Context: an optimization exercise on an open-source flow, tuned for small area. The choices shown serve that exercise and are no tape-out recipe. Only simulation tests tie the RTL to the original design; equivalence was not proved. Power is estimated from default activity; no workload was simulated.

## flow/design.v (module list and top-level ports; edited modules follow where they fit)
// module alu: 99 lines
// module decode: 525 lines
// module dmem: 15 lines
// module exec: 50 lines
// module fetch: 28 lines
// module flow_control: 250 lines
// module forward_unit: 104 lines
// module gpi: 14 lines
// module gpo: 17 lines
// module hardware_counter: 15 lines
// module mem_access: 227 lines
// module riscv_regfile: 25 lines
// module stall_gen: 13 lines
// module uart: 57 lines
// module uart_rx: 90 lines
// module write_back: 34 lines
// module core: 405 lines
module core(
	input clk,
	input rst,
	input wire [3:0] gpi_in,
    output wire [3:0] gpo_out,
	output wire [31:0] wb_instr,
	input wire uart_rx,
	output wire uart_tx,
	output [31:0]wb_pc,
	output wire [9:0] imem_addr,
	input wire [63:0] imem_rdata,
	output wire wb_we,
	output wire [4:0] wb_rd,
	output wire [31:0] wb_rd_value
	    );
  // ...
==> flow/run.sh <==
#!/bin/bash
# synth_recipe.tcl (not shown) runs the flow's synth.tcl, then flattens the netlist and writes it again
# the make line also repeats each setting of config.mk as NAME=value (left out here)
make -C /OpenROAD-flow-scripts/flow DESIGN_CONFIG=/design/flow/config.mk WORK_HOME=/design/flow/orfs CLKGATE_MAP_FILE= SYNTH_SCRIPT=/design/flow/synth_recipe.tcl finish
==> flow/config.mk <==
export PLATFORM = sky130hd
export DESIGN_NAME = core
export DESIGN_NICKNAME = core
export VERILOG_FILES = /design/flow/design.v
export SDC_FILE = /design/flow/constraint.sdc
export NUM_CORES = 4
export LEC_CHECK = 0
export CAP_MARGIN = 20
export CORE_MARGIN = 2
export CORE_UTILIZATION = 40
export SLEW_MARGIN = 20
==> flow/constraint.sdc <==
create_clock -name core_clock -period 20.0 [get_ports {clk}]
set_input_delay 4.0000 -clock core_clock [delete_from_list [all_inputs] [get_ports {clk}]]
set_output_delay 4.0000 -clock core_clock [all_outputs]
set_load 0.01 [all_outputs]
==> flow_summary.yaml, run 1 <==
status:
  run_status: "finished clean"
clocking:
  cts_tree: "built"
  cts_buffers: 410
  cts.htree.levels: 5
  clkSlewWorstSetupHoldPaths_ns: 0.07
  cts_sinks: 3920
  clockBufferDepth: 4
placed_design:
  gp_congestion: 0.991
  port_buffers: 187
finish:
  stdcell_area_mm2: 0.215
  seq_area_mm2: 0.110
  multi_input_area_share: 0.359
  nClkBuffers: 533
  stdcell_count: 20967
route:
  wl_per_cell_um: 37.2
  via_per_inst: 6.74
synthesis:
  synth_area_leaders: "edfxtp_1 (50%), mux4_2 (11%), dfxtp_1 (7.6%)"
  synthFlopType: "edfxtp_1"
  synth_area_leader_cell: "edfxtp_1"
  syn_area_per_cell_um2: 13.5
floorplan:
  row_count: 254
  die_x_um: 698
worst_setup_path:
  crit_path_start: "flow.ex_aluop2_type[0]$_DFFE_PP_"
  cp_slowest_cell: "o21ai_0"
  cp_cell_sequence: "buf_4 > and2b_4 > a22oi_4 > buf_4 > buf_4 > ha_1 > nor2b_1 > o31a_1 > o211ai_1 > o21ai_0 > o211ai_1 > and3_1 > o311ai_0 > a32oi_1 > a2bb2oi_4 > buf_4 > o31ai_4 > buf_4 > nand2_1 > o22ai_1 > a2111oi_0"
power:
  p_int_uw: 14300
  p_seq_uw: 9240
  pg_comb_uw: 3610
global_route:
  grt-ovfl-total: 0
  grtUsageMet3: 0.102
  first_global_vias: 132395
sta:
  relSlewSlack: 0.117
  setup_violations: 0
==> module core, before the edit <==
module core(
	input clk,
	input rst,
	input wire [3:0] gpi_in,
    output wire [3:0] gpo_out,
	output wire [31:0] wb_instr,
	input wire uart_rx,
	output wire uart_tx,
	output [31:0]wb_pc,
	output wire [9:0] imem_addr,
	input wire [63:0] imem_rdata,
	output wire wb_we,
	output wire [4:0] wb_rd,
	output wire [31:0] wb_rd_value
	    );
wire [63:0] if_instr;
wire [31:0] ex_instr;
wire [31:0] mem_instr;
wire [31:0] id_instr_2;
wire [31:0] id_instr_1;
wire [4:0] dec_srcreg1_num_1;
wire [4:0] dec_srcreg2_num_1;
wire [4:0] dec_dstreg_num_1;
wire [31:0] dec_imm_1;
wire [5:0] dec_alucode_1;
wire [1:0] dec_aluop1_type_1;
wire [1:0] dec_aluop2_type_1;
wire dec_reg_we_1;
wire dec_is_load_1;
wire dec_is_store_1;
wire [4:0] dec_srcreg1_num_2;
wire [4:0] dec_srcreg2_num_2;
wire [4:0] dec_dstreg_num_2;
wire [31:0] dec_imm_2;
wire [5:0] dec_alucode_2;
wire [1:0] dec_aluop1_type_2;
wire [1:0] dec_aluop2_type_2;
wire dec_reg_we_2;
wire dec_is_load_2;
wire dec_is_store_2;
wire [31:0] dec_r0_val;
wire [31:0] dec_r1_val;
wire [31:0] dec_r2_val;
wire [31:0] dec_r3_val;
wire [31:0] r0_val;
wire [31:0] r1_val;
wire [31:0] pc;
wire [31:0] id_pc;
wire [31:0] ex_pc;
wire [31:0] mem_pc;
wire [31:0] ex_store_value;
wire [4:0] ex_srcreg1_num;
wire [4:0] ex_srcreg2_num;
wire [4:0] ex_dstreg_num;
wire [5:0] ex_alucode;
wire [31:0] ex_imm;
wire [1:0] ex_aluop1_type;
wire [1:0] ex_aluop2_type;
wire [4:0] mem_srcreg1_num;
wire [4:0] mem_srcreg2_num;
wire [4:0] mem_dstreg_num;
wire [5:0] mem_alucode;
wire [1:0] mem_aluop1_type;
wire [1:0] mem_aluop2_type;
wire ex_reg_we;
wire ex_is_load;
wire ex_is_store;
wire [31:0] ex_alu_result;
wire [31:0] mem_alu_result;
wire [31:0] mem_load_value;
wire ex_br_taken;
wire [31:0] wb_dstreg_value;
wire [4:0] wb_dstreg_num;
wire [31:0] reg_wb_dstreg_value;
wire [4:0] reg_wb_dstreg_num;
wire [6:0] dec_opcode_1;
wire [6:0] dec_opcode_2;
wire [6:0] ex_opcode;
wire [6:0] mem_opcode;
wire [6:0] opcode_1;
wire [6:0] opcode_2;
wire [7:0] gpi_data_in;
wire [7:0] gpi_data_out;
wire [31:0] gpi_value;
wire gpo_we;
wire [7:0] gpo_data_in;
wire [7:0] gpo_data_out;
wire [31:0] gpo_value;
wire [31:0] hc_value;
    wire uart_we;
    wire [7:0] uart_data_in;
    wire uart_data_out;
    wire uart_rd_en;
    wire [7:0] uart_rd_data;
  assign gpi_data_in = {4'd0, gpi_in};  
    assign gpo_data_in = ex_store_value[7:0];
    assign gpo_we = ((ex_alu_result == 32'h20050) && ex_is_store) ? 1'b1 : 1'b0;
    assign gpo_out = gpo_data_out[3:0];  
    assign gpi_value = {28'd0, gpi_data_out[3:0]};
    assign gpo_value = {28'd0, gpo_data_out[3:0]};
    assign uart_data_in = ex_store_value[7:0];
    assign uart_we = ((ex_alu_result == 32'h20020) && ex_is_store) ? 1'b1 : 1'b0;
    assign uart_tx = uart_data_out;
wire [1:0] a_forward_1;
wire [1:0] b_forward_1;
wire [1:0] c_forward_1;
wire [1:0] a_forward_2;
wire [1:0] b_forward_2;
wire [1:0] c_forward_2;
wire stall_branch;
wire stall_raw_1;
wire stall_raw_2;
wire [6:0] opcode;
wire wb_reg_we;
wire reg_wb_reg_we;
reg [31:0]out1;
reg [31:0]out2;
reg [31:0]out3;
reg [31:0]out4;
wire out;
wire [31:0] ex_br_addr;
hardware_counter hardware_counter_0 (
        .clk(clk),
        .rst_n(~rst),
        .hc_out(hc_value)
    );
    uart uart_0 (
        .clk(clk),
        .rst_n(~rst),
        .wr_data(uart_data_in),
        .wr_en(uart_we),
        .uart_tx(uart_data_out)
    );
    uart_rx uart_rx_0 (
        .clk(clk),
        .rst_n(~rst),
        .uart_rx(uart_rx),
        .rd_data(uart_rd_data),
        .rd_en(uart_rd_en)
    );
   gpi gpi_0 (
		.clk(clk),
		.rst_n(~rst),
		.wr_data(gpi_data_in),
		.gpi_out(gpi_data_out)
    );
    gpo gpo_0 (
		.clk(clk),
		.rst_n(~rst),
		.we(gpo_we),
		.wr_data(gpo_data_in),
		.gpo_out(gpo_data_out)
    );
assign reg_wb_reg_we=wb_reg_we;
assign reg_wb_dstreg_num=wb_dstreg_num;
assign reg_wb_dstreg_value=wb_dstreg_value;
wire [4:0] reg_dec_srcreg1_num_1;
wire [4:0] reg_dec_srcreg2_num_1;
wire [4:0] reg_dec_srcreg1_num_2;
wire [4:0] reg_dec_srcreg2_num_2;
assign reg_dec_srcreg1_num_1=dec_srcreg1_num_1;
assign reg_dec_srcreg2_num_1=dec_srcreg2_num_1;
assign reg_dec_srcreg1_num_2=dec_srcreg1_num_2;
assign reg_dec_srcreg2_num_2=dec_srcreg2_num_2;
riscv_regfile regf(
	.clk(clk),
	.we(reg_wb_reg_we),
    .rd0(reg_dec_srcreg1_num_1),
    .rd1(reg_dec_srcreg2_num_1),
	.rd2(reg_dec_srcreg1_num_2),
	.rd3(reg_dec_srcreg2_num_2),
    .dreg_num(reg_wb_dstreg_num),
    .dreg_val(reg_wb_dstreg_value),
    .r0_val(dec_r0_val),
    .r1_val(dec_r1_val),
	.r2_val(dec_r2_val),
	.r3_val(dec_r3_val)
);
fetch fetch(
        .clk(clk),
        .rst(rst),
		.stall_flow(stall_flow),
		.stall_raw(stall_raw),
		.ex_br_taken(ex_br_taken),
		.branch_pc(ex_br_addr),
		.instr(if_instr),
		.PC(pc),
		.imem_addr(imem_addr),
		.imem_rdata(imem_rdata)
    );
decode decode1(
		.clk(clk),
		.rst(rst),
		.if_instr(if_instr[63:32]),
		.pc(pc),
		.id_instr(id_instr_1),
        .dec_srcreg1_num(dec_srcreg1_num_1),
        .dec_srcreg2_num(dec_srcreg2_num_1),
        .dec_dstreg_num(dec_dstreg_num_1),
        .dec_imm(dec_imm_1),
        .dec_alucode(dec_alucode_1),
        .dec_aluop1_type(dec_aluop1_type_1),
        .dec_aluop2_type(dec_aluop2_type_1),
        .dec_reg_we(dec_reg_we_1),
        .dec_is_load(dec_is_load_1),
        .dec_is_store(dec_is_store_1),
		.id_pc(id_pc)	,
		.opcode(opcode_1),
		.dec_opcode(dec_opcode_1)
    );
	decode decode2(
		.clk(clk),
		.rst(rst),
		.if_instr(if_instr[31:0]),
		.pc(pc),
		.id_instr(id_instr_2),
        .dec_srcreg1_num(dec_srcreg1_num_2),
        .dec_srcreg2_num(dec_srcreg2_num_2),
        .dec_dstreg_num(dec_dstreg_num_2),
        .dec_imm(dec_imm_2),
        .dec_alucode(dec_alucode_2),
        .dec_aluop1_type(dec_aluop1_type_2),
        .dec_aluop2_type(dec_aluop2_type_2),
        .dec_reg_we(dec_reg_we_2),
        .dec_is_load(dec_is_load_2),
        .dec_is_store(dec_is_store_2),
		.id_pc(id_pc_2)	,
		.opcode(opcode_2),
		.dec_opcode(dec_opcode_2)
    );
	flow_control flow(
	.clk(clk),
	.rst(rst),
	.id_instr1(id_instr_1),
	.dec_opcode_1(dec_opcode_1),
	.dec_srcreg1_num_1(dec_srcreg1_num_1),
    .dec_srcreg2_num_1(dec_srcreg2_num_1),
    .dec_dstreg_num_1(dec_dstreg_num_1),
    .dec_imm_1(dec_imm_1),
    .dec_alucode_1(dec_alucode_1),
    .dec_aluop1_type_1(dec_aluop1_type_1),
    .dec_aluop2_type_1(dec_aluop2_type_1),
	.out1(out1),
	.out2(out2),
    .dec_reg_we_1(dec_reg_we_1),
    .dec_is_load_1(dec_is_load_1),
    .dec_is_store_1(dec_is_store_1),
	.id_instr2(id_instr_2),
	.dec_opcode_2(dec_opcode_2),
	.dec_srcreg1_num_2(dec_srcreg1_num_2),
    .dec_srcreg2_num_2(dec_srcreg2_num_2),
    .dec_dstreg_num_2(dec_dstreg_num_2),
    .dec_imm_2(dec_imm_2),
    .dec_alucode_2(dec_alucode_2),
    .dec_aluop1_type_2(dec_aluop1_type_2),
    .dec_aluop2_type_2(dec_aluop2_type_2),
	.out3(out3),
	.out4(out4),
    .dec_reg_we_2(dec_reg_we_2),
    .dec_is_load_2(dec_is_load_2),
    .dec_is_store_2(dec_is_store_2),
	.ex_br_taken(ex_br_taken),
    .mem_opcode(mem_opcode),
	.mem_br_taken(mem_br_taken),
	.ex_instr(ex_instr),
    .ex_opcode(ex_opcode),
	.ex_srcreg1_num(ex_srcreg1_num),
    .ex_srcreg2_num(ex_srcreg2_num),
    .ex_dstreg_num(ex_dstreg_num),
    .ex_imm(ex_imm),
    .ex_alucode(ex_alucode),
    .ex_aluop1_type(ex_aluop1_type),
    .ex_aluop2_type(ex_aluop2_type),
	.r0_val(r0_val),
	.r1_val(r1_val),
    .ex_reg_we(ex_reg_we),
    .ex_is_load(ex_is_load),
    .ex_is_store(ex_is_store),
    .stall(stall_flow)
	);
exec exec(
        .clk(clk),
        .rst(rst),
	    .id_pc(id_pc),
	    .ex_instr(ex_instr),
		.ex_r0_val(r0_val),
		.ex_r1_val(r1_val),
		.ex_imm(ex_imm),
		.ex_opcode(ex_opcode),
	    .ex_srcreg1_num(ex_srcreg1_num),
        .ex_srcreg2_num(ex_srcreg2_num),
        .ex_dstreg_num(ex_dstreg_num),
        .ex_alucode(ex_alucode),
        .ex_aluop1_type(ex_aluop1_type),
        .ex_aluop2_type(ex_aluop2_type),
        .ex_reg_we(ex_reg_we),
        .ex_is_load(ex_is_load),
        .ex_is_store(ex_is_store),
		.alu_result(ex_alu_result),
		.ex_store_value(ex_store_value),
		.br_taken(ex_br_taken),
		.ex_br_addr(ex_br_addr),
		.ex_PC(ex_pc)
    );
mem_access mem_access(.clk(clk),
		.rst(rst),
		.ex_instr(ex_instr),
		.ex_srcreg1_num(ex_srcreg1_num),
        .ex_srcreg2_num(ex_srcreg2_num),
        .ex_dstreg_num(ex_dstreg_num),
        .ex_alucode(ex_alucode),
        .ex_aluop1_type(ex_aluop1_type),
        .ex_aluop2_type(ex_aluop2_type),
        .ex_reg_we(ex_reg_we),
        .ex_is_load(ex_is_load),
        .ex_is_store(ex_is_store),
		.ex_PC(ex_pc),
		.ex_alu_result(ex_alu_result),
		.ex_store_value(ex_store_value),
		.gpi_value(gpi_value),
		.gpo_value(gpo_value),
		.uart_rd_data(uart_rd_data),
		.hc_value(hc_value),
		.ex_br_taken(ex_br_taken),
		.ex_opcode(ex_opcode),
		.mem_instr(mem_instr),
	    .mem_srcreg1_num(mem_srcreg1_num),
        .mem_srcreg2_num(mem_srcreg2_num),
        .mem_dstreg_num(mem_dstreg_num),
        .mem_alucode(mem_alucode),
        .mem_aluop1_type(mem_aluop1_type),
        .mem_aluop2_type(mem_aluop2_type),
        .mem_reg_we(mem_reg_we),
        .mem_is_store(mem_is_store),
		.mem_PC(mem_pc),
		.mem_alu_result(mem_alu_result),
		.mem_load_value(mem_load_value),
		.mem_is_load(mem_is_load),
		.mem_br_taken(mem_br_taken),
		.mem_opcode(mem_opcode)
		);
write_back write_back (
	.clk(clk),
	.rst(rst),
	.mem_instr(mem_instr),
	.mem_pc(mem_pc),
	.mem_dstreg_num(mem_dstreg_num),
	.mem_alucode(mem_alucode),
	.mem_alu_result(mem_alu_result),
	.mem_reg_we(mem_reg_we),
	.mem_is_load(mem_is_load),
	.mem_load_value(mem_load_value),
	.wb_instr(wb_instr),
	.wb_dstreg_num(wb_dstreg_num),
	.wb_dstreg_value(wb_dstreg_value),
	.wb_pc(wb_pc),
	.wb_reg_we(wb_reg_we)
	);
forward_unit forward (
	.dec_dstreg_num_1(dec_dstreg_num_1),
	.dec_srcreg1_num_1(dec_srcreg1_num_1),
	.dec_srcreg2_num_1(dec_srcreg2_num_1),
	.dec_alucode_1(dec_alucode_1),
	.dec_dstreg_num_2(dec_dstreg_num_2),
	.dec_srcreg1_num_2(dec_srcreg1_num_2),
	.dec_srcreg2_num_2(dec_srcreg2_num_2),
	.dec_alucode_2(dec_alucode_2),
	.ex_dstreg_num(ex_dstreg_num),
	.ex_srcreg1_num(ex_srcreg1_num),
	.ex_srcreg2_num(ex_srcreg2_num),
	.ex_alucode(ex_alucode),
	.mem_dstreg_num(mem_dstreg_num),
	.mem_srcreg1_num(mem_srcreg1_num),
	.mem_srcreg2_num(mem_srcreg2_num),
	.mem_alucode(mem_alucode),
	.wb_dstreg_num(wb_dstreg_num),
	.a_forward_1(a_forward_1),
	.b_forward_1(b_forward_1),
	.c_forward_1(c_forward_1),
	.a_forward_2(a_forward_2),
	.b_forward_2(b_forward_2),
	.c_forward_2(c_forward_2)
	);
stall_gen stall_gen(	
	.ex_dstreg_num(ex_dstreg_num),
	.dec_srcreg1_num_1(dec_srcreg1_num_1),
	.dec_srcreg2_num_1(dec_srcreg2_num_1),
	.dec_srcreg1_num_2(dec_srcreg1_num_2),
	.dec_srcreg2_num_2(dec_srcreg2_num_2),
	.ex_alucode(ex_alucode),
	.stall_raw_1(stall_raw_1),
	.stall_raw_2(stall_raw_2)
	);
wire [31:0] mem_fwd_value;
assign mem_fwd_value = mem_is_load ? mem_load_value : mem_alu_result;
	always @(*)  begin
	out1 = a_forward_1[0] ? ex_alu_result : b_forward_1[0] ? mem_fwd_value : c_forward_1[0] ? wb_dstreg_value : dec_r0_val;
	out2 = a_forward_1[1] ? ex_alu_result : b_forward_1[1] ? mem_fwd_value : c_forward_1[1] ? wb_dstreg_value : dec_r1_val;
	out3 = a_forward_2[0] ? ex_alu_result : b_forward_2[0] ? mem_fwd_value : c_forward_2[0] ? wb_dstreg_value : dec_r2_val;
	out4 = a_forward_2[1] ? ex_alu_result : b_forward_2[1] ? mem_fwd_value : c_forward_2[1] ? wb_dstreg_value : dec_r3_val;
	end
assign wb_we = wb_reg_we;
assign wb_rd = wb_dstreg_num;
assign wb_rd_value = wb_dstreg_value;
		endmodule
==> run 2: changes to the inputs <==
==> flow/design.v (replaced) <==
`timescale 1ns / 1ps
module core(
	input clk,
	input rst,
	input wire [3:0] gpi_in,
	output wire [3:0] gpo_out,
	output wire [31:0] wb_instr,
	input wire uart_rx,
	output wire uart_tx,
	output [31:0] wb_pc,
	output wire [9:0] imem_addr,
	input wire [63:0] imem_rdata,
	output wire wb_we,
	output wire [4:0] wb_rd,
	output wire [31:0] wb_rd_value
);
localparam [6:0] OP_LUI = 7'b0110111, OP_AUIPC = 7'b0010111, OP_JAL = 7'b1101111,
                 OP_JALR = 7'b1100111, OP_BR = 7'b1100011, OP_LOAD = 7'b0000011,
                 OP_STORE = 7'b0100011, OP_IMM = 7'b0010011, OP_OP = 7'b0110011;
reg [31:0] pc;
reg        stall, one, two;
reg [31:0] id1, id2, id_pc;
reg        id_z;                  
reg [31:0] ex_raw, ex_pc;
wire [31:0] r0, r1;    
reg        ex_z;                  
reg [31:0] mem_instr, mem_pc, mem_alu;
reg [4:0]  mem_dst;
reg        mem_we, mem_ld, mem_brt;
reg [31:0] wb_instr_r, wb_pc_r, wb_val;
reg [4:0]  wb_dst;
reg        wb_we_r;
wire [6:0] e_op = ex_raw[6:0];
wire [2:0] e_f3 = ex_raw[14:12];
wire [4:0] e_rd = ex_raw[11:7];
wire e_b30 = ex_raw[30];
wire e_lui = e_op == OP_LUI, e_auipc = e_op == OP_AUIPC, e_jal = e_op == OP_JAL,
     e_jalr = e_op == OP_JALR, e_br = e_op == OP_BR, e_load = e_op == OP_LOAD,
     e_store = e_op == OP_STORE, e_opi = e_op == OP_IMM, e_opr = e_op == OP_OP;
wire e_brv = e_br & (e_f3[2:1] != 2'b01);
wire e_ldv = e_load & (e_f3 != 3'b011) & (e_f3[2:1] != 2'b11);
wire e_stv = e_store & ~e_f3[2] & (e_f3[1:0] != 2'b11);
wire e_alu = e_opi | e_opr;
wire e_dstv = e_lui | e_auipc | e_jal | e_jalr | e_ldv | e_alu;
wire [4:0] ex_dst = e_dstv ? e_rd : 5'd0;
wire e_we = ~ex_z & (e_lui | e_auipc | e_ldv | e_alu | ((e_jal | e_jalr) & (e_rd != 5'd0)));
wire e_isld = ~ex_z & e_ldv;
wire e_isst = ~ex_z & e_stv;
wire [31:0] immI = {{20{ex_raw[31]}}, ex_raw[31:20]};
wire [31:0] immS = {{20{ex_raw[31]}}, ex_raw[31:25], ex_raw[11:7]};
wire [31:0] immB = {{20{ex_raw[31]}}, ex_raw[7], ex_raw[30:25], ex_raw[11:8], 1'b0};
wire [31:0] immU = {ex_raw[31:12], 12'd0};
wire [31:0] immJ = {{12{ex_raw[31]}}, ex_raw[19:12], ex_raw[20], ex_raw[30:21], 1'b0};
wire e_link = e_jal | e_jalr;
wire [31:0] opy = e_opr | e_br ? r1 : e_store ? immS : immI;
wire e_sub = e_br | (e_alu & (e_f3[2:1] == 2'b01)) | (e_opr & (e_f3 == 3'b000) & e_b30);
wire [31:0] ax = e_auipc ? immU : e_link ? 32'd4 : e_lui ? 32'd0 : r0;
wire [31:0] ay = (e_auipc | e_link) ? ex_pc : e_lui ? immU : opy;
wire [32:0] sum;
radd_cs u_add (.a(ax), .b(ay ^ {32{e_sub}}), .ci(e_sub), .s(sum[31:0]), .co(sum[32]));
wire [31:0] xr = r0 ^ opy;
wire ltu = ~sum[32];
wire lts = (r0[31] ^ opy[31]) ? r0[31] : sum[31];
wire eq = (xr == 32'd0);
wire sh_left = e_f3 == 3'b001;
wire [31:0] r0_rev;
genvar gi;
generate for (gi = 0; gi < 32; gi = gi + 1) begin : g_rev
	assign r0_rev[gi] = r0[31 - gi];
end endgenerate
wire [31:0] sh_in = sh_left ? r0_rev : r0;
wire sh_fill = e_b30 & r0[31] & ~sh_left;
wire [63:0] sh_w = {{32{sh_fill}}, sh_in} >> opy[4:0];
wire [31:0] sh_r = sh_w[31:0];
wire [31:0] sh_rev;
generate for (gi = 0; gi < 32; gi = gi + 1) begin : g_rev2
	assign sh_rev[gi] = sh_r[31 - gi];
end endgenerate
wire [31:0] sh_out = sh_left ? sh_rev : sh_r;
reg [31:0] alu_res;
always @* begin
	alu_res = 32'd0;
	if (e_lui | e_auipc | e_link | e_ldv | e_stv) alu_res = sum[31:0];
	else if (e_alu) begin
		case (e_f3)
			3'b000: alu_res = sum[31:0];
			3'b010: alu_res = {31'd0, lts};
			3'b011: alu_res = {31'd0, ltu};
			3'b100: alu_res = xr;
			3'b110: alu_res = r0 | opy;
			3'b111: alu_res = r0 & opy;
			default: alu_res = sh_out;
		endcase
	end
end
reg br_cond;
always @* begin
	case (e_f3)
		3'b000: br_cond = eq;
		3'b001: br_cond = ~eq;
		3'b100: br_cond = lts;
		3'b101: br_cond = ~lts;
		3'b110: br_cond = ltu;
		default: br_cond = ~ltu;
	endcase
end
wire br_taken = e_link | (e_brv & br_cond);
wire [31:0] br_addr;
wire br_co;
radd #(32) u_badd (.a(e_jalr ? r0 : ex_pc), .b(e_jal ? immJ : e_jalr ? immI : immB), .ci(1'b0), .s(br_addr), .co(br_co));
wire [28:0] pc_inc;
rinc #(29) u_pcinc (.a(pc[31:3]), .s(pc_inc));
always @(posedge clk) begin
	if (rst) pc <= 32'd0;
	else if (!stall) pc <= br_taken ? br_addr : {pc_inc, pc[2:0]};
end
assign imem_addr = pc[12:3];
wire B2 = ~id_z & (id2[6:0] == OP_BR);
wire BE = e_br;
wire BM = mem_instr[6:0] == OP_BR;
reg sel2, n_one, n_stall;
always @* begin
	if (!two) begin sel2 = 1'b0; n_one = 1'b1; n_stall = 1'b1; end
	else if (!B2 && !BE && !BM) begin sel2 = one; n_one = ~one; n_stall = ~one; end
	else if (B2) begin sel2 = one; n_one = ~one; n_stall = 1'b0; end
	else if (BE) begin sel2 = ~br_taken; n_one = 1'b1; n_stall = 1'b1; end
	else begin sel2 = ~mem_brt; n_one = 1'b0; n_stall = 1'b0; end
end
wire s2 = sel2 & ~rst;
wire [31:0] isel = id_z ? 32'd0 : (s2 ? id2 : id1);
reg [32*32-1:0] rf;    
wire [4:0] rs1 = ex_raw[19:15];
wire [4:0] rs2 = ex_raw[24:20];
reg [31:0] rf1, rf2;
integer k;
always @(posedge clk) begin
	for (k = 1; k < 32; k = k + 1)
		if (mem_we && mem_dst == k) rf[k*32 +: 32] <= mem_fwd;
end
wire [31:0] oh1, oh2;    
genvar gw;
generate for (gw = 0; gw < 32; gw = gw + 1) begin : g_rsel
	assign oh1[gw] = (gw != 0) && (rs1 == gw);
	assign oh2[gw] = (gw != 0) && (rs2 == gw);
end endgenerate
wire [32*11-1:0] t1, t2;
generate for (gw = 0; gw < 10; gw = gw + 1) begin : g_rrd
	aoi222 u1 (.a1({32{oh1[3*gw+1]}}), .a2(rf[(3*gw+1)*32 +: 32]),
	           .b1({32{oh1[3*gw+2]}}), .b2(rf[(3*gw+2)*32 +: 32]),
	           .c1({32{oh1[3*gw+3]}}), .c2(rf[(3*gw+3)*32 +: 32]), .y(t1[gw*32 +: 32]));
	aoi222 u2 (.a1({32{oh2[3*gw+1]}}), .a2(rf[(3*gw+1)*32 +: 32]),
	           .b1({32{oh2[3*gw+2]}}), .b2(rf[(3*gw+2)*32 +: 32]),
	           .c1({32{oh2[3*gw+3]}}), .c2(rf[(3*gw+3)*32 +: 32]), .y(t2[gw*32 +: 32]));
end endgenerate
assign t1[10*32 +: 32] = ~({32{oh1[31]}} & rf[31*32 +: 32]);
assign t2[10*32 +: 32] = ~({32{oh2[31]}} & rf[31*32 +: 32]);
always @* begin
	rf1 = 32'hffffffff; rf2 = 32'hffffffff;
	for (k = 0; k < 11; k = k + 1) begin
		rf1 = rf1 & t1[k*32 +: 32];
		rf2 = rf2 & t2[k*32 +: 32];
	end
	rf1 = ~rf1; rf2 = ~rf2;
end
wire [31:0] mem_fwd;
assign r0 = (rs1 != 5'd0 && rs1 == mem_dst) ? mem_alu : rf1;
assign r1 = (rs2 != 5'd0 && rs2 == mem_dst) ? mem_alu : rf2;
always @(posedge clk) begin
	if (rst) begin stall <= 1'b1; one <= 1'b0; two <= 1'b0; end
	else begin stall <= n_stall; one <= n_one; two <= 1'b1; end
	id1 <= imem_rdata[63:32];
	id2 <= imem_rdata[31:0];
	id_z <= rst;
	id_pc <= pc;
	ex_raw <= isel;
	ex_z <= rst;
	ex_pc <= id_pc;
end
wire [31:0] daddr = alu_res;
wire d_ok = e_isst & (daddr[31:17] == 15'd0) & (~daddr[16] | (daddr[15:0] == 16'd0));
reg [3:0] be;
always @* begin
	case (e_f3[1:0])
		2'b10: be = 4'b1111;
		2'b01: be = (daddr[1:0] == 2'b00) ? 4'b0011 : (daddr[1:0] == 2'b01) ? 4'b0110 :
		            (daddr[1:0] == 2'b10) ? 4'b1100 : 4'b0000;
		default: be = 4'b0001 << daddr[1:0];
	endcase
end
wire [7:0] wd0 = r1[7:0];
wire [7:0] wd1 = (e_f3[1:0] == 2'b10 || daddr[1:0] == 2'b00) ? r1[15:8] : r1[7:0];
wire [7:0] wd2 = (e_f3[1:0] == 2'b10) ? r1[23:16] : (e_f3[1:0] == 2'b01 && daddr[1:0] == 2'b01) ? r1[15:8] : r1[7:0];
wire [7:0] wd3 = (e_f3[1:0] == 2'b10) ? r1[31:24] : (e_f3[1:0] == 2'b01) ? r1[15:8] : r1[7:0];
reg [64*32-1:0] dm;
always @(posedge clk) begin
	for (k = 0; k < 64; k = k + 1) if (d_ok && daddr[7:2] == k) begin
		if (be[0]) dm[k*32 +: 8] <= wd0;
		if (be[1]) dm[k*32+8 +: 8] <= wd1;
		if (be[2]) dm[k*32+16 +: 8] <= wd2;
		if (be[3]) dm[k*32+24 +: 8] <= wd3;
	end
end
reg [31:0] hc;
wire [31:0] hc_inc;
rinc #(32) u_hcinc (.a(hc), .s(hc_inc));
reg [3:0] gpi_r, gpo_r;
always @(posedge clk) begin
	if (rst) begin hc <= 32'd0; gpi_r <= 4'd0; gpo_r <= 4'd0; end
	else begin
		hc <= hc_inc;
		gpi_r <= gpi_in;
		if (e_isst && daddr == 32'h20050) gpo_r <= r1[3:0];
	end
end
assign gpo_out = gpo_r;
reg signed [12:0] tx_acc;
reg [3:0] tx_cnt;
reg [8:0] tx_sh;
reg tx_q;
wire tx_tick = ~tx_acc[12];
wire tx_busy = tx_cnt != 4'd0;
wire tx_we = e_isst && daddr == 32'h20020;
always @(posedge clk) begin
	if (rst) begin
		tx_acc <= 13'd0; tx_cnt <= 4'd0; tx_sh <= 9'd0; tx_q <= 1'b1;
	end else begin
		tx_acc <= tx_acc + (tx_acc[12] ? 13'sd8 : -13'sd3117);
		if (tx_we && !tx_busy) begin tx_cnt <= 4'd11; tx_sh <= {r1[7:0], 1'b0}; end
		else if (tx_tick && tx_busy) begin tx_cnt <= tx_cnt - 4'd1; tx_sh <= {1'b1, tx_sh[8:1]}; end
		if (tx_tick && tx_busy) tx_q <= tx_sh[0];
	end
end
assign uart_tx = tx_q;
reg signed [12:0] rx_acc;
reg [2:0] rx_edge;
reg [3:0] rx_cnt;
reg [10:0] rx_sh;
reg rx_recv;
reg [7:0] rx_data;
wire rx_busy = rx_cnt != 4'd0;
wire rx_tick = ~rx_acc[12];
wire rx_begin = (rx_edge[2:1] == 2'b10) && !rx_busy;
wire rx_valid = (rx_sh[0] == 1'b0) && (rx_sh[10:9] == 2'b11);
always @(posedge clk) begin
	if (rst) begin
		rx_acc <= 13'd0; rx_edge <= 3'd0; rx_cnt <= 4'd0; rx_sh <= 11'd0; rx_recv <= 1'b0; rx_data <= 8'd0;
	end else begin
		rx_edge <= {rx_edge[1:0], uart_rx};
		if (rx_begin) rx_acc <= -13'sd1563;
		else rx_acc <= rx_acc + (rx_acc[12] ? 13'sd8 : -13'sd3117);
		if (rx_begin) rx_cnt <= 4'd11;
		else if (rx_tick && rx_busy) rx_cnt <= rx_cnt - 4'd1;
		if (rx_tick && rx_busy) begin
			rx_sh <= {rx_edge[2], rx_sh[10:1]};
			rx_recv <= rx_cnt == 4'd1;
		end
		if (rx_recv && rx_valid) rx_data <= rx_sh[8:1];
	end
end
wire [63:0] dsel;
generate for (gw = 0; gw < 64; gw = gw + 1) begin : g_dsel
	assign dsel[gw] = mem_alu[7:2] == gw;
end endgenerate
wire [32*22-1:0] td;
generate for (gw = 0; gw < 21; gw = gw + 1) begin : g_drd
	aoi222 u (.a1({32{dsel[3*gw]}}), .a2(dm[(3*gw)*32 +: 32]),
	          .b1({32{dsel[3*gw+1]}}), .b2(dm[(3*gw+1)*32 +: 32]),
	          .c1({32{dsel[3*gw+2]}}), .c2(dm[(3*gw+2)*32 +: 32]), .y(td[gw*32 +: 32]));
end endgenerate
assign td[21*32 +: 32] = ~({32{dsel[63]}} & dm[63*32 +: 32]);
reg [31:0] dword;
always @* begin
	dword = 32'hffffffff;
	for (k = 0; k < 22; k = k + 1) dword = dword & td[k*32 +: 32];
	dword = ~dword;
end
wire [2:0] m_f3 = mem_instr[14:12];
reg [31:0] lv;
always @* begin
	case (m_f3)
		3'b010: lv = (mem_alu == 32'h20010) ? hc :
		             (mem_alu == 32'h20030) ? {24'd0, rx_data} :
		             (mem_alu == 32'h20040) ? {28'd0, gpi_r} :
		             (mem_alu == 32'h20050) ? {28'd0, gpo_r} : dword;
		3'b001, 3'b101: begin
			case (mem_alu[1:0])
				2'b01: lv[15:0] = dword[23:8];
				2'b10: lv[15:0] = dword[31:16];
				default: lv[15:0] = dword[15:0];
			endcase
			lv[31:16] = {16{lv[15] & ~m_f3[2]}};
		end
		default: begin
			case (mem_alu[1:0])
				2'b00: lv[7:0] = dword[7:0];
				2'b01: lv[7:0] = dword[15:8];
				2'b10: lv[7:0] = dword[23:16];
				default: lv[7:0] = dword[31:24];
			endcase
			lv[31:8] = {24{lv[7] & ~m_f3[2]}};
		end
	endcase
end
assign mem_fwd = mem_ld ? lv : mem_alu;
always @(posedge clk) begin
	mem_instr <= ex_z ? 32'd0 : ex_raw;
	mem_pc <= ex_pc;
	mem_alu <= alu_res;
	mem_dst <= ex_dst;
	mem_we <= e_we;
	mem_ld <= e_isld;
	mem_brt <= br_taken;
	wb_instr_r <= mem_instr;
	wb_pc_r <= mem_pc;
	wb_val <= mem_fwd;
	wb_dst <= mem_dst;
	wb_we_r <= mem_we;
end
assign wb_instr = wb_instr_r;
assign wb_pc = wb_pc_r;
assign wb_we = wb_we_r;
assign wb_rd = wb_dst;
assign wb_rd_value = wb_val;
endmodule
module aoi222(
	input [31:0] a1, input [31:0] a2,
	input [31:0] b1, input [31:0] b2,
	input [31:0] c1, input [31:0] c2,
	output [31:0] y
);
assign y = ~((a1 & a2) | (b1 & b2) | (c1 & c2));
endmodule
module radd #(parameter W = 32) (
	input [W-1:0] a, input [W-1:0] b, input ci,
	output [W-1:0] s, output co
);
wire [W:0] c;
assign c[0] = ci;
genvar i;
generate for (i = 0; i < W; i = i + 1) begin : g_bit
	assign s[i] = a[i] ^ b[i] ^ c[i];
	assign c[i+1] = (a[i] & b[i]) | (c[i] & (a[i] ^ b[i]));
end endgenerate
assign co = c[W];
endmodule
module rinc #(parameter W = 32) (
	input [W-1:0] a,
	output [W-1:0] s
);
wire [W:0] c;
assign c[0] = 1'b1;
genvar i;
generate for (i = 0; i < W; i = i + 1) begin : g_bit
	assign s[i] = a[i] ^ c[i];
	assign c[i+1] = a[i] & c[i];
end endgenerate
endmodule
module radd_cs (
	input [31:0] a, input [31:0] b, input ci,
	output [31:0] s, output co
);
wire c16, co0, co1;
wire [15:0] s0, s1;
radd #(16) u_lo (.a(a[15:0]), .b(b[15:0]), .ci(ci), .s(s[15:0]), .co(c16));
radd #(16) u_h0 (.a(a[31:16]), .b(b[31:16]), .ci(1'b0), .s(s0), .co(co0));
radd #(16) u_h1 (.a(a[31:16]), .b(b[31:16]), .ci(1'b1), .s(s1), .co(co1));
assign s[31:16] = c16 ? s1 : s0;
assign co = c16 ? co1 : co0;
endmodule
--- a/flow/config.mk
+++ b/flow/config.mk
@@ -11 +11,3 @@
 export SLEW_MARGIN = 20
+export SYNTH_HIERARCHICAL = 1
+export SYNTH_MINIMUM_KEEP_SIZE = 0
==> flow_summary.yaml, run 2 <==
sta:
  period_share: 0.875
  rsz0062_at_grt: "false"
  relSlewSlack: 0.0970
  setup_violations: 0
  fmax_mhz: 57.1
  worst_pin_slew_ns: 1.35
  min_period_ns: 17.50
  skew_ns: 0.136
  hold_ws_ns: 0.299
  final_hold_viol_count: 0
  finalSetupTns_ns: 0
  slew_viol_final: 0
route:
  vias: 96483
  dr.pass1.iters: 15
  wl_per_cell_um: 37.6
  antenna_left: 0
  met1_length_um: 200000
  wl_met3_um: 67800
  drt-initial-drc-count: 21105
  via_per_inst: 6.72
  dr_wl_met2_um: 232000
  routed_wl_um: 539000
  routed.top_layer: "met5"
  drc_errors: 0
clocking:
  post_cts_resized: 0
  cts-root-buf: "clkbuf_16"
  cts_buffers: 361
  cts_sinks: 3549
  clkSlewWorstSetupHoldPaths_ns: 0.06
  hold_buffers: 0
  clockBufferDepth: 4
  cts.htree.levels: 5
  clock_latency_ns: 0.98
  postCtsSetupRepairBufs: 0
  cts_tree: "built"
worst_setup_path:
  slowest_delay_ns: 0.92
  crit_family: "adder cells"
  worstPathMaxFanout: 32
  cp.arrival_ns: 18.38
  cp_slowest_cell: "nor3_1"
  worstPathBufferInverterCount: 5
  crit_type: "reg -> reg"
  required_ns: 20.88
  startpoint_type: "flop"
  cp-end-kind: "flop"
  path_common_cell: "fa_1"
finish:
  syn2layout_area_growth_pct: 16.1
  largest_reg_flops: 2048
  fillers: 29445
  layout_common_cells: "edfxtp_1 (3,040), a222oi_1 (1,313), nor2_1 (584)"
  multi_input_area_mm2: 0.0365
  layout_commonest_cell: "edfxtp_1"
  nNetsFinal: 9762
  seq_area_mm2: 0.101
  final_layout_size_suffix_gt1_frac: 0.130
  top_register: "dm"
  reg.largest.list: "dm (2048), rf (992)"
global_route:
  grt_first_pass_wirelength_um: 730000
  grt_usage: 0.298
  grt_max_degree: 72
  grt-ovfl-total: 0
  antenna_found_initial: 43
  first_global_vias: 90870
synthesis:
  ys_warn_count: 7
  syn_area_per_cell_um2: 15.7
  synth_cells: 8837
  syn-cell-area_mm2: 0.139
  syn-num-nets: 9144
power:
  p_leak_uw: 0.0527
  power.density_mw_per_mm2: 105
  irDropWorstVdd_uv: 76.5
  power.total_uw: 16800
floorplan:
  die_area_mm2: 0.351
  row_count: 216
  die_x_um: 593
  ios: 188
  start_util: 0.401
  die_h_um: 593
  core_mm2: 0.346
status:
  run_status: "finished clean"
placed_design:
  dp_hpwl_um: 364000
  port_buffers: 187
  gp_congestion: 1.02
flow_run:
  drv_cap: 0
worst_hold_path:
  hp-class: "reg -> reg"
==> run 2: per-stage QoR <==
stage | setup slack [ns] | cells | area (µm²) | util
after CTS | 2.52 | 14311 | 161000 | 0.465
after detailed placement | 2.56 | 13654 | 149000 | 0.431
after global placement | 2.48 | 13637 | 149000 | 0.430
after global routing | 2.19 | 14330 | 161000 | 0.465
after floorplan | 4.85 | 8837 | 139000 | -
final | 2.50 | 14348 | 161000 | 0.466
==> run 2: layout make-up <==
type / instances / share of cell area
flip-flops and latches: 3549 / 0.631
multi-input cells: 4844 / 0.227
clock buffers: 452 / 0.0599
well taps: 4578 / 0.0356
repair buffers: 553 / 0.0303
clock inverters: 205 / 0.0130
inverters: 146 / 0.00341
diodes: 21 / 0.000327
==> run 2: per-layer routing <==
| layer | up-vias | track usage |
|---|---|---|
| li1 | 39090 | - |
| met1 | 48760 | 0.396 |
| met2 | 7425 | 0.440 |
| met3 | 1196 | 0.0746 |
| met4 | 12 | 0.178 |
| met5 | - | 0.000541 |
==> run 2: final timing paths <==
| kind | startpoint | to | slack, ns | cells after the start |
|---|---|---|---|---|
| setup / recovery | ex_raw[19]$_SDFF_PP0_ | pc[31]$_SDFFE_PP0N_ | 2.50 | 48 |
| hold / removal | mem_instr[29]$_SDFF_PP0_ | wb_instr_r[29]$_DFF_P_ | 0.30 | 0 |
| setup reg to reg | ex_raw[19]$_SDFF_PP0_ | pc[31]$_SDFFE_PP0N_ | 2.50 | 48 |
| hold reg to reg | mem_instr[29]$_SDFF_PP0_ | wb_instr_r[29]$_DFF_P_ | 0.30 | 0 |
==> run 2: power breakdown <==
part,internal (µW),switching (µW)
registers,8300,38.2
logic,419,1320
clock network,3840,2920
total,12600,4280
==> run 3: changes to the inputs <==
--- a/flow/config.mk
+++ b/flow/config.mk
@@ -9,3 +9,6 @@
 export CORE_MARGIN = 2
-export CORE_UTILIZATION = 40
+export CORE_UTILIZATION = 55
+export CTS_CLUSTER_DIAMETER = 80
+export CTS_CLUSTER_SIZE = 30
+export PLACE_DENSITY = 0.65
 export SLEW_MARGIN = 20
==> flow_summary.yaml, run 3 <==
worst_setup_path:
  cp_slowest_cell: "nor3_1"
  startpoint_type: "flop"
  worstPathBufferInverterCount: 5
  required_ns: 20.83
  slowest_delay_ns: 0.84
  crit_type: "reg -> reg"
  worstPathMaxFanout: 32
  path_common_cell: "fa_1"
  cp.arrival_ns: 18.41
  crit_family: "adder cells"
  cp-end-kind: "flop"
floorplan:
  ios: 188
  start_util: 0.552
  die_x_um: 506
  die_area_mm2: 0.256
  die_h_um: 506
  core_mm2: 0.251
  row_count: 184
clocking:
  clockBufferDepth: 3
  clkSlewWorstSetupHoldPaths_ns: 0.11
  post_cts_resized: 0
  cts_buffers: 153
  cts_tree: "built"
  cts-root-buf: "clkbuf_16"
  postCtsSetupRepairBufs: 0
  clock_latency_ns: 0.91
  cts.htree.levels: 4
  hold_buffers: 0
  cts_sinks: 3549
flow_run:
  drv_cap: 0
finish:
  multi_input_area_mm2: 0.0367
  top_register: "dm"
  reg.largest.list: "dm (2048), rf (992)"
  stdcell_count: 12662
  fillers: 18694
  utilization: 0.608
  largest_reg_flops: 2048
  nNetsFinal: 9521
  final_layout_size_suffix_gt1_frac: 0.0972
  seq_area_mm2: 0.101
  layout_common_cells: "edfxtp_1 (3,040), a222oi_1 (1,313), nor2_1 (584)"
  syn2layout_area_growth_pct: 10.1
  layout_commonest_cell: "edfxtp_1"
sta:
  final_hold_viol_count: 0
  min_period_ns: 17.58
  relSlewSlack: 0.107
  worst_pin_slew_ns: 1.33
  fmax_mhz: 56.9
  finalSetupTns_ns: 0
  skew_ns: 0.0635
  setup_slack_ns: 2.42
  period_share: 0.879
  slew_viol_final: 0
  rsz0062_at_grt: "false"
  setup_violations: 0
global_route:
  grt_usage: 0.370
  grt-ovfl-total: 0
  grt_first_pass_wirelength_um: 672000
  first_global_vias: 87955
  grt_max_degree: 76
  antenna_found_initial: 26
placed_design:
  port_buffers: 187
  gp_congestion: 1.04
  dp.cells: 12392
  dp_hpwl_um: 327000
  preCtsSetupSlack_ns: 2.53
power:
  p_leak_uw: 0.0492
  irDropWorstVdd_uv: 102
  power.density_mw_per_mm2: 91.1
status:
  run_status: "finished clean"
route:
  via_per_inst: 7.42
  dr.pass1.iters: 14
  drc_errors: 0
  antenna_left: 0
  drt-initial-drc-count: 21770
  routed_wl_um: 485000
  vias: 94014
  wl_per_cell_um: 38.3
synthesis:
  synth_cells: 8837
  syn-cell-area_mm2: 0.139
  ys_warn_count: 7
  syn_area_per_cell_um2: 15.7
  syn-num-nets: 9144
worst_hold_path:
  hp-class: "reg -> reg"
run 3: routing by layer:
metal | share of wire | vias to the layer above | track usage
met5 | 0.00028 | - | 0
met4 | 0.082 | 18 | 0.238
met3 | 0.12 | 1259 | 0.0794
met2 | 0.45 | 7400 | 0.562
met1 | 0.35 | 47061 | 0.486
li1 | - | 38276 | -
run 3: where the power goes:
| group | internal [µW] | switching (µW) | total [µW] |
|---|---|---|---|
| clock network | 1560 | 2350 | 3910 |
| logic | 413 | 1240 | 1650 |
| registers | 8290 | 39.3 | 8330 |
| total | 10300 | 3630 | 13900 |
run 3: final cells by class:
type | count | area share
antenna | 8 | 0.000131
clock buffer | 187 | 0.0266
clock inverter | 60 | 0.00577
inverter | 146 | 0.00360
multi-input combinational | 4844 | 0.240
sequential | 3549 | 0.665
tap | 3348 | 0.0275
timing repair buffer | 520 | 0.0309
run 3: worst reg2reg max path, delay by kind of cell (launching register included):
family,cells,cell delay (ns)
buffers and inverters,5,0.55
multiplexers,2,0.73
adder cells (fa/ha/maj),32,12.46
AND/OR/NAND/NOR,7,2.30
AO/OA/AOI/OAI,3,0.83
flip-flops,1,0.67
run 3: worst paths after layout:
kind | cells after the start | slack [ns] | to | startpoint
worst max-delay path | 49 | 2.42 | pc[31]$_SDFFE_PP0N_ | ex_raw[19]$_SDFF_PP0_
worst min-delay path | 0 | 0.32 | id_pc[1]$_DFF_P_ | pc[1]$_SDFFE_PP0P_
worst max register to register | 49 | 2.42 | pc[31]$_SDFFE_PP0N_ | ex_raw[19]$_SDFF_PP0_
worst min register to register | 0 | 0.32 | id_pc[1]$_DFF_P_ | pc[1]$_SDFFE_PP0P_
run 3: metrics by stage:
step	instance area (µm²)	total power [µW]	hold WS [ns]
5_1_grt	153000	14200	0.328
4_1_cts	152000	13900	0.320
2_1_floorplan	139000	9300	0.310
3_5_place_dp	147000	10100	0.312
3_3_place_gp	147000	10100	0.310
6_report	153000	13900	0.324
==> run 4: changes to the inputs <==
--- a/flow/config.mk
+++ b/flow/config.mk
@@ -10,3 +10,3 @@
 export CORE_UTILIZATION = 55
-export CTS_CLUSTER_DIAMETER = 80
+export CTS_CLUSTER_DIAMETER = 100
 export CTS_CLUSTER_SIZE = 30
==> flow_summary.yaml, run 4 <==
power:
  power.density_mw_per_mm2: 89.7
  power.total_uw: 13600
  irDropWorstVdd_uv: 85.2
  p_leak_uw: 0.0488
worst_hold_path:
  whs_path_depth: 0
  min-delay-start: "mem_instr[23]$_SDFF_PP0_"
  hp-class: "reg -> reg"
worst_setup_path:
  required_ns: 20.84
  slowest_delay_ns: 0.88
  path_common_cell: "fa_1"
  cp.arrival_ns: 18.52
  worstPathMaxFanout: 32
  cp-end-kind: "flop"
  r2r_cells: 49
  crit_path_start: "ex_raw[19]$_SDFF_PP0_"
  startpoint_type: "flop"
  cp_slowest_cell: "nor3_1"
  crit_type: "reg -> reg"
  r2r-start: "ex_raw[19]$_SDFF_PP0_"
finish:
  syn2layout_area_growth_pct: 9.50
  fillers: 18775
  layout_common_cells: "edfxtp_1 (3,040), a222oi_1 (1,313), nor2_1 (584)"
  final_layout_size_suffix_gt1_frac: 0.0929
  largest_reg_flops: 2048
  top_register: "dm"
  reg.largest.list: "dm (2048), rf (992)"
  layout_commonest_cell: "edfxtp_1"
  nNetsFinal: 9508
route:
  antenna_left: 0
  vias: 94024
  routed_wl_um: 484000
  drt-initial-drc-count: 21847
  dr.pass1.iters: 13
  via_per_inst: 7.45
  drc_errors: 0
  wl_per_cell_um: 38.4
clocking:
  cts_tree: "built"
  cts_buffers: 141
  clkSlewWorstSetupHoldPaths_ns: 0.11
  clockBufferDepth: 3
  cts_sinks: 3549
  post_cts_resized: 0
  hold_buffers: 0
  cts-root-buf: "clkbuf_16"
  postCtsSetupRepairBufs: 0
  cts.htree.levels: 4
  clock_latency_ns: 0.90
flow_run:
  drv_cap: 0
floorplan:
  row_count: 184
  start_util: 0.552
  ios: 188
  die_area_mm2: 0.256
  die_x_um: 506
  die_h_um: 506
  core_mm2: 0.251
sta:
  fmax_mhz: 56.5
  skew_ns: 0.0588
  slew_viol_final: 0
  final_hold_viol_count: 0
  period_share: 0.884
  finalSetupTns_ns: 0
  rsz0062_at_grt: "false"
  setup_violations: 0
  min_period_ns: 17.68
  worst_pin_slew_ns: 1.29
  relSlewSlack: 0.120
global_route:
  grt-ovfl-total: 0
  grt_usage: 0.370
  grt_first_pass_wirelength_um: 672000
  first_global_vias: 87732
  grt_max_degree: 76
  antenna_found_initial: 28
placed_design:
  port_buffers: 187
  dp_hpwl_um: 327000
  gp_congestion: 1.04
synthesis:
  syn-cell-area_mm2: 0.139
  syn-num-nets: 9144
  ys_warn_count: 7
  syn_area_per_cell_um2: 15.7
  synth_cells: 8837
status:
  run_status: "finished clean"
[run 4: metal layers]
metal  global-route usage  up-vias  wire (µm)
li1                     -    38207          -
met1                0.487    47076     170000
met2                0.565     7462     217000
met3               0.0785     1259      58300
met4                0.228       20      39200
met5                    0        -        129
[run 4: report_power, final]
group	internal, µW	switching, µW
logic	413	1240
clock network	1400	2230
registers	8290	39.4
[run 4: worst paths after layout]
kind                                                to  slack (ns)
worst min register to register  wb_instr_r[23]$_DFF_P_        0.32
worst min-delay path            wb_instr_r[23]$_DFF_P_        0.32
worst max-delay path               pc[31]$_SDFFE_PP0N_        2.32
worst max register to register     pc[31]$_SDFFE_PP0N_        2.32
[run 4: through the flow]
stage | cells | setup slack (ns) | cell area, µm² | utilization | hold WS [ns]
3_3_place_gp | 12383 | 2.62 | 147000 | 0.586 | 0.310
4_1_cts | 12605 | 2.54 | 151000 | 0.604 | 0.317
2_1_floorplan | 8837 | 4.85 | 139000 | - | 0.310
5_1_grt | 12621 | 1.90 | 152000 | 0.605 | 0.320
6_report | 12628 | 2.32 | 152000 | 0.605 | 0.320
3_5_place_dp | 12392 | 2.53 | 147000 | 0.587 | 0.312
[run 4: cell type report]
type	count	area [µm²]	share of cell area
Antenna cell	9	22.5	0.000148
Multi-Input combinational cell	4844	36700	0.242
Sequential cell	3549	101000	0.669
Inverter	146	549	0.00362
Clock buffer	183	3730	0.0246
Tap cell	3348	4190	0.0276
Clock inverter	30	455	0.00300
Timing Repair Buffer	519	4700	0.0310
[run 4: critical path: cells and delay by family (launching register included)]
kind,cells,cell delay (ns)
AOI/OAI and AO/OA,3,0.80
DFF,1,0.68
muxes,2,0.77
and+or+nand+nor,7,2.38
buffers and inverters,5,0.55
adders and majority gates,32,12.44
==> run 5: changes to the inputs <==
--- a/flow/config.mk
+++ b/flow/config.mk
@@ -7,9 +7,9 @@
 export LEC_CHECK = 0
-export CAP_MARGIN = 20
+export CAP_MARGIN = 10
 export CORE_MARGIN = 2
-export CORE_UTILIZATION = 55
+export CORE_UTILIZATION = 70
 export CTS_CLUSTER_DIAMETER = 100
 export CTS_CLUSTER_SIZE = 30
-export PLACE_DENSITY = 0.65
-export SLEW_MARGIN = 20
+export PLACE_DENSITY = 0.78
+export SLEW_MARGIN = 10
 export SYNTH_HIERARCHICAL = 1
==> flow_summary.yaml, run 5 <==
flow_run:
  drv_cap: 0
global_route:
  grt_max_degree: 100
  grt_first_pass_wirelength_um: 671000
  grt_usage: 0.471
  grt-ovfl-total: 0
  first_global_vias: 91155
  antenna_found_initial: 29
route:
  drc_errors: 0
  routed_wl_um: 481000
  vias: 96864
  antenna_left: 0
  wl_per_cell_um: 40.5
  dr.pass1.iters: 17
  drt-initial-drc-count: 26397
  via_per_inst: 8.14
power:
  irDropWorstVdd_uv: 106
  power.total_uw: 13500
  power.density_mw_per_mm2: 90.2
  p_leak_uw: 0.0485
floorplan:
  die_area_mm2: 0.202
  ios: 188
  row_count: 163
  core_mm2: 0.197
  die_x_um: 449
  die_h_um: 449
  start_util: 0.704
worst_setup_path:
  required_ns: 20.80
  reg2reg_slack_ns: 2.44
  cp.arrival_ns: 18.35
  timing.rr.end: "pc[31]$_SDFFE_PP0N_"
  path_common_cell: "fa_1"
  worstPathMaxFanout: 32
  cp_slowest_cell: "mux2i_1"
  slowest_delay_ns: 0.77
  startpoint_type: "flop"
  crit_path_start: "ex_raw[19]$_SDFF_PP0_"
  crit_type: "reg -> reg"
  cp-end-kind: "flop"
  r2r-start: "ex_raw[19]$_SDFF_PP0_"
  r2r_cells: 49
  crit_path_end: "pc[31]$_SDFFE_PP0N_"
clocking:
  clkSlewWorstSetupHoldPaths_ns: 0.12
  cts-root-buf: "clkbuf_16"
  cts_buffers: 138
  cts_sinks: 3549
  postCtsSetupRepairBufs: 0
  post_cts_resized: 0
  hold_buffers: 0
  clock_latency_ns: 0.88
  cts_tree: "built"
  cts.htree.levels: 4
  clockBufferDepth: 3
finish:
  reg.largest.list: "dm (2048), rf (992)"
  layout_common_cells: "edfxtp_1 (3,040), a222oi_1 (1,313), nor2_1 (584)"
  largest_reg_flops: 2048
  nNetsFinal: 9486
  syn2layout_area_growth_pct: 8.28
  final_layout_size_suffix_gt1_frac: 0.0898
  top_register: "dm"
  layout_commonest_cell: "edfxtp_1"
placed_design:
  port_buffers: 187
  preCtsSetupSlack_ns: 2.80
  dp_hpwl_um: 321000
  gp_congestion: 1.06
synthesis:
  syn-num-nets: 9144
  syn_area_per_cell_um2: 15.7
  ys_warn_count: 7
  syn-cell-area_mm2: 0.139
  synth_cells: 8837
sta:
  finalSetupTns_ns: 0
  min_period_ns: 17.56
  skew_ns: 0.0522
  setup_violations: 0
  final_hold_viol_count: 0
  relSlewSlack: 0.0245
  setup_slack_ns: 2.44
  fmax_mhz: 57.0
  slew_viol_final: 0
  period_share: 0.878
  rsz0062_at_grt: "false"
  worst_pin_slew_ns: 1.46
worst_hold_path:
  hp-class: "reg -> reg"
status:
  run_status: "finished clean"
[run 5: cell type report]
class                   count  area, µm²
flip-flops and latches   3549     101000
fillers                 11350      46900
multi-input cells        4844      36400
repair buffers            500       4240
clock buffers             187       3760
well taps                2640       3300
inverters                 146        549
clock inverters            17        319
diodes                     19       47.5
[run 5: worst min path at each step]
stage	endpoint	start	slack, ns	cells after the start
6_report	wb_pc_r[13]$_DFF_P_	mem_pc[13]$_DFF_P_	0.33	0
5_1_grt	wb_pc_r[13]$_DFF_P_	mem_pc[13]$_DFF_P_	0.32	0
4_1_cts	wb_pc_r[13]$_DFF_P_	mem_pc[13]$_DFF_P_	0.32	0
3_5_place_dp	ex_pc[22]$_DFF_P_	id_pc[22]$_DFF_P_	0.31	0
3_3_place_gp	ex_pc[12]$_DFF_P_	id_pc[12]$_DFF_P_	0.31	0
2_1_floorplan	ex_pc[0]$_DFF_P_	id_pc[0]$_DFF_P_	0.31	0
[run 5: worst max-delay path, delay by kind of cell, from the launching register on]
kind	cells	cell delay [ns]
flip-flops	1	0.62
multiplexers	2	0.83
buffers and inverters	5	0.62
AO/OA/AOI/OAI	3	0.79
adder cells (fa/ha/maj)	32	12.60
AND/OR/NAND/NOR	7	2.01
[run 5: metrics by stage]
step	utilization	instances	hold slack (ns)	instance area [µm²]
floorplan	-	8837	0.310	139000
global placement	0.740	11672	0.310	146000
detailed placement	0.740	11673	0.312	146000
CTS	0.761	11877	0.321	150000
global route	0.762	11884	0.321	150000
finish	0.762	11902	0.327	150000
[run 5: where the power goes]
group | switching [µW] | internal, µW | leakage, µW
clock network | 2170 | 1390 | 0.00197
registers | 41.6 | 8290 | 0.0316
logic | 1240 | 411 | 0.0150
total | 3450 | 10100 | 0.0485
[run 5: metal layers]
layer	global-route usage	routed length [µm]	vias to the layer above
met5	0.0109	425	-
met4	0.330	45700	28
met3	0.160	79400	1977
met2	0.690	207000	9932
met1	0.594	149000	46724
li1	-	-	38203

## port drivers added, routing unchanged
Ports are ideal in the flow. The routed layouts listed here were re-timed in OpenROAD.
Step 1 (the two cells are an assumption about what drives the block):
set clk [get_ports {clk}]
set_driving_cell -lib_cell sky130_fd_sc_hd__clkbuf_16 $clk
set_driving_cell -lib_cell sky130_fd_sc_hd__buf_2 [delete_from_list [all_inputs] $clk]
Step 2, shift: input delay + t, output delay - t, t = (earliest + latest rising clock arrival at the registers) / 2. This alone moves slack from input paths to output paths.
Three values: ideal, step 1, step 2; two values: the first two.
run	t (ns)	setup slack, ns	latest minus earliest clock arrival (ns)	pins driven straight from the clock port
run 1	1.147	10.792 / 10.792 / 10.792	0.145 / 0.145	1
run 2	1.031	2.500 / 2.500 / 2.500	0.146 / 0.146	1
run 3	0.980	2.421 / 2.421 / 2.421	0.065 / 0.065	1
run 4	0.978	2.315 / 2.315 / 2.315	0.059 / 0.059	1
run 5	0.949	2.444 / 2.444 / 2.444	0.054 / 0.053	1
After both steps every run listed still meets setup and hold.
